What follows belongs to an exercise in optimizing a design on an open flow for small area; a production flow would make more cautious choices.
The RTL was checked by simulation tests, not by an equivalence proof against the original design.
Power figures rest on the tool's default switching activity, not on a simulated workload.

==> v25 <==
==> flow/design.v (excerpt) <==
module eth_icmp_top (
    input   wire            clk,
    input   wire            rst_n,
    input   wire    [4:0]   i_rx_5b,
    input   wire            i_sfp_los,
    output  reg     [4:0]   o_tx_5b
);
==> flow/config.mk <==
export PLATFORM = sky130hd
export DESIGN_NAME = eth_icmp_top
export DESIGN_NICKNAME = eth_icmp_top
export VERILOG_FILES = /design/flow/design.v
export SDC_FILE = /design/flow/constraint.sdc
export NUM_CORES = 4
export LEC_CHECK = 0
export CAP_MARGIN = 20
export CORE_MARGIN = 2
export CORE_UTILIZATION = 40
export CTS_BUF_LIST = sky130_fd_sc_hd__clkbuf_8
export CTS_CLUSTER_DIAMETER = 70
export CTS_CLUSTER_SIZE = 18
export SLEW_MARGIN = 20
==> flow/constraint.sdc <==
create_clock -name core_clock -period 10.0 [get_ports {clk}]
set_input_delay 2.0000 -clock core_clock [delete_from_list [all_inputs] [get_ports {clk}]]
set_output_delay 2.0000 -clock core_clock [all_outputs]
set_load 0.01 [all_outputs]
run.sh (not shown) runs the stock make flow with config.mk's settings and CLKGATE_MAP_FILE= SYNTH_SCRIPT=/design/flow/synth_recipe.tcl, a recipe that flattens the netlist after the stock synthesis.
==> v24: changes against v25 <==
--- a/flow/design.v
+++ b/flow/design.v
@@ -79,31 +79,34 @@
         end else begin
             if (~r_in_frame) r_in_frame <= ~&i_rx_5b;
             else if (&w_grp) r_in_frame <= 1'b0;     
         end
     end
     wire w_accept = r_in_frame & (r_rc == 7'd85) & r_match & (w_grp == 5'b11110);
     reg     [3:0]   r_dl    [1:DLY];
-    wire            w_rot;           
+    wire            w_hold;          
     integer i;
     always @(posedge clk) begin
         r_dl[1] <= w_nib;
-        for (i = 2; i <= DLY; i = i + 1)
+        for (i = 2; i <= DLY - 8; i = i + 1)
             r_dl[i] <= r_dl[i - 1];
-        if (w_rot) r_dl[DLY - 7] <= r_dl[DLY];
+        for (i = DLY - 7; i <= DLY; i = i + 1)
+            if (~w_hold) r_dl[i] <= r_dl[i - 1];
     end
     reg             r_tx;
     reg     [6:0]   r_tc;
     reg     [10:0]  r_bc;            
     reg             r_cy;
     reg             r_end;           
-    reg     [2:0]   r_pl;            
+    reg             r_f;             
+    reg     [3:0]   r_a;             
     reg     [31:0]  r_crc;
-    assign w_rot = (r_tc >= 7'd57) & (r_tc <= 7'd64);
+    assign w_hold = (r_tc >= 7'd57) & (r_tc <= 7'd64);
     wire    [3:0]   w_dl  = r_dl[DLY];
+    wire    [3:0]   w_d62 = r_dl[DLY - 13];
     wire            w_tail = ((r_tc >= 7'd41) & (r_bc < 11'd5)) | r_end;
     wire            w_data = r_tx & (r_tc >= 7'd5) & ~w_tail;
     reg     [3:0]   w_tx_nib;
     always @(*) begin
         case (r_tc)
             7'd5, 7'd6, 7'd7, 7'd8, 7'd9, 7'd10,
             7'd11, 7'd12, 7'd13, 7'd14, 7'd15, 7'd16: w_tx_nib = r_dl[DLY - 12];
@@ -123,39 +126,42 @@
             7'd61, 7'd62, 7'd63, 7'd64: w_tx_nib = r_dl[DLY - 8];
             7'd73, 7'd74: w_tx_nib = 4'h0;                   
             7'd77: w_tx_nib = w_dl ^ 4'h8;                   
             7'd78: w_tx_nib = w_dl + {3'd0, r_cy};
             default: w_tx_nib = w_dl;
         endcase
     end
-    reg     [3:0]   w_x;
-    always @(*) begin
-        case (r_tc[1:0])
-            2'd0:    w_x = {1'b0, r_pl};             
-            2'd1:    w_x = {1'b0, r_pl} - 4'd1;      
-            default: w_x = r_bc[3:0];                
-        endcase
-    end
-    wire            w_glitch = (r_tc >= 7'd24) & (r_tc <= 7'd26) & (r_pl != 3'd0) &
-                               (w_x != 4'd0) & (w_x <= 4'd4) & (r_bc[10:8] == 3'd0);
-    wire    [1:0]   w_jh = 2'd0 - w_x[1:0];
-    wire    [2:0]   w_j = w_glitch ? {w_jh, ~r_tc[0]} : 3'd0;
+    wire            w_new_hi0 = (r_tc == 7'd24) ? (w_d62[2:0] == 3'd0) : (r_bc[10:8] == 3'd0);
+    reg             w_glitch;
+    reg     [3:0]   w_j;
+    always @(*) begin
+        w_glitch = 1'b0;
+        w_j = 4'd0;
+        case (r_tc)
+            7'd24: begin w_glitch = (r_a <= 4'd3); w_j = 4'd7 - {r_a[2:0], 1'b0}; end
+            7'd25: begin w_glitch = (r_a >= 4'd1) & (r_a <= 4'd4); w_j = 4'd8 - {r_a[2:0], 1'b0}; end
+            7'd26: begin w_glitch = (w_d62 >= 4'd1) & (w_d62 <= 4'd4); w_j = 4'd9 - {w_d62[2:0], 1'b0}; end
+            default: ;
+        endcase
+        w_glitch = w_glitch & r_f & w_new_hi0;
+        if (~w_glitch) w_j = 4'd0;
+    end
     reg     [31:0]  w_crc_nx;
     reg             w_fb;
     integer k;
     always @(*) begin
         w_crc_nx = r_crc;
         for (k = 0; k < 4; k = k + 1) begin
             w_fb = (w_crc_nx[31] ^ w_tx_nib[k] ^ (r_tc <= 7'd12)) & w_data;
             w_crc_nx = {w_crc_nx[30:0], 1'b0} ^ (32'h04C11DB7 & {32{w_fb}});
         end
     end
     reg     [3:0]   w_fcs;
     always @(*) begin
-        case (w_j)
+        case (w_j[2:0])
             3'd0: w_fcs = {r_crc[28], r_crc[29], r_crc[30], r_crc[31]};
             3'd1: w_fcs = {r_crc[24], r_crc[25], r_crc[26], r_crc[27]};
             3'd2: w_fcs = {r_crc[20], r_crc[21], r_crc[22], r_crc[23]};
             3'd3: w_fcs = {r_crc[16], r_crc[17], r_crc[18], r_crc[19]};
             3'd4: w_fcs = {r_crc[12], r_crc[13], r_crc[14], r_crc[15]};
             3'd5: w_fcs = {r_crc[ 8], r_crc[ 9], r_crc[10], r_crc[11]};
             3'd6: w_fcs = {r_crc[ 4], r_crc[ 5], r_crc[ 6], r_crc[ 7]};
@@ -184,48 +190,49 @@
             o_tx_5b = 5'b11000;                              
         else if (r_tc == 7'd1)
             o_tx_5b = 5'b10001;                              
         else if (r_tc <= 7'd3)
             o_tx_5b = 5'b01011;                              
         else if (r_tc == 7'd4)
             o_tx_5b = 5'b11011;                              
-        else if (w_tail & w_tr)
+        else if (~w_tail)
+            o_tx_5b = enc(w_glitch ? w_fcs : w_tx_nib);
+        else if (~w_tr)
+            o_tx_5b = enc(w_fcs);
+        else
             o_tx_5b = r_tc[0] ? 5'b01101 : 5'b00111;         
-        else
-            o_tx_5b = enc((w_tail | w_glitch) ? w_fcs : w_tx_nib);
     end
     wire    [7:0]   w_len24 = r_bc[7:0] + 8'd24;
     always @(posedge clk) begin
         r_crc <= w_crc_nx;
         if (w_accept)
             r_tc[5:0] <= 6'd0;
         else
             r_tc[5:0] <= {r_tc[5:1] + {4'd0, r_tc[0] & ~&r_tc[6:1]}, ~r_tc[0]};
-        if (r_tc == 7'd23)
-            r_bc <= {r_dl[DLY - 14][2:0], r_dl[DLY - 17], r_dl[DLY - 16]};
-        else
-            r_bc <= r_bc - {10'd0, r_tc >= 7'd42 && ~r_tc[0]};
-        r_cy <= w_dl[3];
+        if (r_tc == 7'd24) r_bc[10:8] <= w_d62[2:0];
+        if (r_tc == 7'd26) r_bc[3:0]  <= w_d62;
+        if (r_tc == 7'd27) r_bc[7:4]  <= w_d62;
+        if (r_tc >= 7'd42 && ~r_tc[0]) r_bc <= r_bc - 11'd1;
+        if (r_tc == 7'd28) r_a <= w_len24[3:0];
+        if (r_tc == 7'd77) r_cy <= w_dl[3];
         if (w_accept)
             r_end <= 1'b0;
-        else if (w_glitch & (w_j == 3'd7))
+        else if (w_glitch & (w_j == 4'd7))
             r_end <= 1'b1;
     end
     always @(posedge clk or negedge rst_n) begin
         if (~rst_n) begin
             r_tc[6] <= 1'b1;
-            r_pl <= 3'd0;
+            r_f <= 1'b0;
         end else begin
             if (w_accept)
                 r_tc[6] <= 1'b0;
             else
                 r_tc[6] <= r_tc[6] | (&r_tc[5:0]);
-            if (r_tc == 7'd28)
-                r_pl <= (w_len24[7:4] != 4'd1) ? 3'd0 :
-                        (w_len24[3:0] <= 4'd4) ? w_len24[2:0] + 3'd1 : 3'd6;
+            if (r_tc == 7'd28) r_f <= (w_len24[7:4] == 4'd1);
         end
     end
     always @(posedge clk or negedge rst_n) begin
         if (~rst_n)
             r_tx <= 1'b0;
         else if (w_accept)
             r_tx <= 1'b1;
Settings changed: ABC_AREA set to 1, CTS_BUF_LIST sky130_fd_sc_hd__clkbuf_8 to sky130_fd_sc_hd__clkbuf_4, CTS_CLUSTER_DIAMETER 70 to unset, CTS_CLUSTER_SIZE 18 to unset.
==> v16: changes against v25 <==
--- a/flow/design.v
+++ b/flow/design.v
@@ -79,31 +79,34 @@
         end else begin
             if (~r_in_frame) r_in_frame <= ~&i_rx_5b;
             else if (&w_grp) r_in_frame <= 1'b0;     
         end
     end
     wire w_accept = r_in_frame & (r_rc == 7'd85) & r_match & (w_grp == 5'b11110);
     reg     [3:0]   r_dl    [1:DLY];
-    wire            w_rot;           
+    wire            w_hold;          
     integer i;
     always @(posedge clk) begin
         r_dl[1] <= w_nib;
-        for (i = 2; i <= DLY; i = i + 1)
+        for (i = 2; i <= DLY - 8; i = i + 1)
             r_dl[i] <= r_dl[i - 1];
-        if (w_rot) r_dl[DLY - 7] <= r_dl[DLY];
+        for (i = DLY - 7; i <= DLY; i = i + 1)
+            if (~w_hold) r_dl[i] <= r_dl[i - 1];
     end
     reg             r_tx;
     reg     [6:0]   r_tc;
     reg     [10:0]  r_bc;            
     reg             r_cy;
     reg             r_end;           
-    reg     [2:0]   r_pl;            
+    reg             r_f;             
+    reg     [3:0]   r_a;             
     reg     [31:0]  r_crc;
-    assign w_rot = (r_tc >= 7'd57) & (r_tc <= 7'd64);
+    assign w_hold = (r_tc >= 7'd57) & (r_tc <= 7'd64);
     wire    [3:0]   w_dl  = r_dl[DLY];
+    wire    [3:0]   w_d62 = r_dl[DLY - 13];
     wire            w_tail = ((r_tc >= 7'd41) & (r_bc < 11'd5)) | r_end;
     wire            w_data = r_tx & (r_tc >= 7'd5) & ~w_tail;
     reg     [3:0]   w_tx_nib;
     always @(*) begin
         case (r_tc)
             7'd5, 7'd6, 7'd7, 7'd8, 7'd9, 7'd10,
             7'd11, 7'd12, 7'd13, 7'd14, 7'd15, 7'd16: w_tx_nib = r_dl[DLY - 12];
@@ -123,39 +126,42 @@
             7'd61, 7'd62, 7'd63, 7'd64: w_tx_nib = r_dl[DLY - 8];
             7'd73, 7'd74: w_tx_nib = 4'h0;                   
             7'd77: w_tx_nib = w_dl ^ 4'h8;                   
             7'd78: w_tx_nib = w_dl + {3'd0, r_cy};
             default: w_tx_nib = w_dl;
         endcase
     end
-    reg     [3:0]   w_x;
-    always @(*) begin
-        case (r_tc[1:0])
-            2'd0:    w_x = {1'b0, r_pl};             
-            2'd1:    w_x = {1'b0, r_pl} - 4'd1;      
-            default: w_x = r_bc[3:0];                
-        endcase
-    end
-    wire            w_glitch = (r_tc >= 7'd24) & (r_tc <= 7'd26) & (r_pl != 3'd0) &
-                               (w_x != 4'd0) & (w_x <= 4'd4) & (r_bc[10:8] == 3'd0);
-    wire    [1:0]   w_jh = 2'd0 - w_x[1:0];
-    wire    [2:0]   w_j = w_glitch ? {w_jh, ~r_tc[0]} : 3'd0;
+    wire            w_new_hi0 = (r_tc == 7'd24) ? (w_d62[2:0] == 3'd0) : (r_bc[10:8] == 3'd0);
+    reg             w_glitch;
+    reg     [3:0]   w_j;
+    always @(*) begin
+        w_glitch = 1'b0;
+        w_j = 4'd0;
+        case (r_tc)
+            7'd24: begin w_glitch = (r_a <= 4'd3); w_j = 4'd7 - {r_a[2:0], 1'b0}; end
+            7'd25: begin w_glitch = (r_a >= 4'd1) & (r_a <= 4'd4); w_j = 4'd8 - {r_a[2:0], 1'b0}; end
+            7'd26: begin w_glitch = (w_d62 >= 4'd1) & (w_d62 <= 4'd4); w_j = 4'd9 - {w_d62[2:0], 1'b0}; end
+            default: ;
+        endcase
+        w_glitch = w_glitch & r_f & w_new_hi0;
+        if (~w_glitch) w_j = 4'd0;
+    end
     reg     [31:0]  w_crc_nx;
     reg             w_fb;
     integer k;
     always @(*) begin
         w_crc_nx = r_crc;
         for (k = 0; k < 4; k = k + 1) begin
             w_fb = (w_crc_nx[31] ^ w_tx_nib[k] ^ (r_tc <= 7'd12)) & w_data;
             w_crc_nx = {w_crc_nx[30:0], 1'b0} ^ (32'h04C11DB7 & {32{w_fb}});
         end
     end
     reg     [3:0]   w_fcs;
     always @(*) begin
-        case (w_j)
+        case (w_j[2:0])
             3'd0: w_fcs = {r_crc[28], r_crc[29], r_crc[30], r_crc[31]};
             3'd1: w_fcs = {r_crc[24], r_crc[25], r_crc[26], r_crc[27]};
             3'd2: w_fcs = {r_crc[20], r_crc[21], r_crc[22], r_crc[23]};
             3'd3: w_fcs = {r_crc[16], r_crc[17], r_crc[18], r_crc[19]};
             3'd4: w_fcs = {r_crc[12], r_crc[13], r_crc[14], r_crc[15]};
             3'd5: w_fcs = {r_crc[ 8], r_crc[ 9], r_crc[10], r_crc[11]};
             3'd6: w_fcs = {r_crc[ 4], r_crc[ 5], r_crc[ 6], r_crc[ 7]};
@@ -184,48 +190,49 @@
             o_tx_5b = 5'b11000;                              
         else if (r_tc == 7'd1)
             o_tx_5b = 5'b10001;                              
         else if (r_tc <= 7'd3)
             o_tx_5b = 5'b01011;                              
         else if (r_tc == 7'd4)
             o_tx_5b = 5'b11011;                              
-        else if (w_tail & w_tr)
+        else if (~w_tail)
+            o_tx_5b = enc(w_glitch ? w_fcs : w_tx_nib);
+        else if (~w_tr)
+            o_tx_5b = enc(w_fcs);
+        else
             o_tx_5b = r_tc[0] ? 5'b01101 : 5'b00111;         
-        else
-            o_tx_5b = enc((w_tail | w_glitch) ? w_fcs : w_tx_nib);
     end
     wire    [7:0]   w_len24 = r_bc[7:0] + 8'd24;
     always @(posedge clk) begin
         r_crc <= w_crc_nx;
         if (w_accept)
             r_tc[5:0] <= 6'd0;
         else
             r_tc[5:0] <= {r_tc[5:1] + {4'd0, r_tc[0] & ~&r_tc[6:1]}, ~r_tc[0]};
-        if (r_tc == 7'd23)
-            r_bc <= {r_dl[DLY - 14][2:0], r_dl[DLY - 17], r_dl[DLY - 16]};
-        else
-            r_bc <= r_bc - {10'd0, r_tc >= 7'd42 && ~r_tc[0]};
-        r_cy <= w_dl[3];
+        if (r_tc == 7'd24) r_bc[10:8] <= w_d62[2:0];
+        if (r_tc == 7'd26) r_bc[3:0]  <= w_d62;
+        if (r_tc == 7'd27) r_bc[7:4]  <= w_d62;
+        if (r_tc >= 7'd42 && ~r_tc[0]) r_bc <= r_bc - 11'd1;
+        if (r_tc == 7'd28) r_a <= w_len24[3:0];
+        if (r_tc == 7'd77) r_cy <= w_dl[3];
         if (w_accept)
             r_end <= 1'b0;
-        else if (w_glitch & (w_j == 3'd7))
+        else if (w_glitch & (w_j == 4'd7))
             r_end <= 1'b1;
     end
     always @(posedge clk or negedge rst_n) begin
         if (~rst_n) begin
             r_tc[6] <= 1'b1;
-            r_pl <= 3'd0;
+            r_f <= 1'b0;
         end else begin
             if (w_accept)
                 r_tc[6] <= 1'b0;
             else
                 r_tc[6] <= r_tc[6] | (&r_tc[5:0]);
-            if (r_tc == 7'd28)
-                r_pl <= (w_len24[7:4] != 4'd1) ? 3'd0 :
-                        (w_len24[3:0] <= 4'd4) ? w_len24[2:0] + 3'd1 : 3'd6;
+            if (r_tc == 7'd28) r_f <= (w_len24[7:4] == 4'd1);
         end
     end
     always @(posedge clk or negedge rst_n) begin
         if (~rst_n)
             r_tx <= 1'b0;
         else if (w_accept)
             r_tx <= 1'b1;
Settings changed: CTS_CLUSTER_DIAMETER 70 to 80, CTS_CLUSTER_SIZE 18 to 20.
==> qor summary <==
metric                                                                               v25                       v16                               v24
Final routed wire length divided by cell count                                   13.2 um                   14.1 um                           12.3 um
Starting density of the core                                                       40.9%                     40.5%                             40.8%
Outcome                                                 no timing/DRC/antenna violations  no timing/DRC/antenna violations  no timing/DRC/antenna violations
Biggest fanout along the worst timing path                                            17                        21                                12
Final worst clock skew                                                         0.0170 ns                 0.0176 ns                         0.0400 ns
Detailed-routing wirelength on met1                                              8000 um                   9400 um                           9790 um
Startpoint of the worst hold path                                     r_dl[8][0]$_DFF_P_       r_dl[52][2]$_DFF_P_                r_dl[8][2]$_DFF_P_
Met2 Wirelength                                                                  6690 um                   7610 um                           8770 um
Slowest stage delay, CP                                                          0.68 ns                   0.81 ns                           0.57 ns
Syn nets                                                                             856                       911                             1,077
Slowest cell on the critical path                                  sky130_fd_sc_hd__ha_1  sky130_fd_sc_hd__dfxtp_1  sky130_fd_sc_hd__clkdlybuf4s50_1
Global routing usage on met3                                                       2.41%                     2.49%                             3.68%
FF-to-FF path depth                                                                    9                         9                                13
Final instance count without filler cells                                          1,187                     1,287                             1,617
Post-route worst setup slack                                                     3.19 ns                   2.36 ns                           3.53 ns
Internal                                                                         1.92 mW                   2.01 mW                           2.37 mW
Share of power burned in registers                                                 65.3%                     64.4%                             52.9%
Clock transition at the registers of the reported paths                          0.12 ns                   0.12 ns                           0.07 ns
Buffers outside the clock class                                                       14                        13                                13
Total buffers and inverters traversed by the critical path                             2                         1                                 3
Achievable clock frequency                                                       147 MHz                   131 MHz                           155 MHz
Final critical-path share of the clock period                                      68.1%                     76.4%                             64.7%
Share of synthesized flip-flops with an asynchronous set or reset                  1.61%                     1.07%                             1.07%
Antenna diode instance count                                                           0                         0                                 1

re-timing with driven ports:
No port has a modelled driver above. Below, the same layouts with a new extraction and two added sets of constraints. Step 1, drivers: a clkbuf_16 drives clk and a buf_2 each remaining input, both assumed. Step 2 times the ports against the registers' clock, not the clock port: input delays grow and output delays shrink by t, the midpoint of the rising clock arrivals with the driver on. Three values: ideal ports, drivers, drivers and shift; two values: the first two.
| run | t, ns | setup slack, ns | latest minus earliest clock arrival (ns) |
|---|---|---|---|
| v25 | 0.593 | 3.189 / 3.150 / 3.743 | 0.018 / 0.019 |
| v24 | 0.706 | 3.533 / 3.490 / 4.196 | 0.043 / 0.043 |
| v16 | 0.589 | 2.361 / 2.322 / 2.912 | 0.018 / 0.017 |
After both steps every run listed still meets setup and hold.
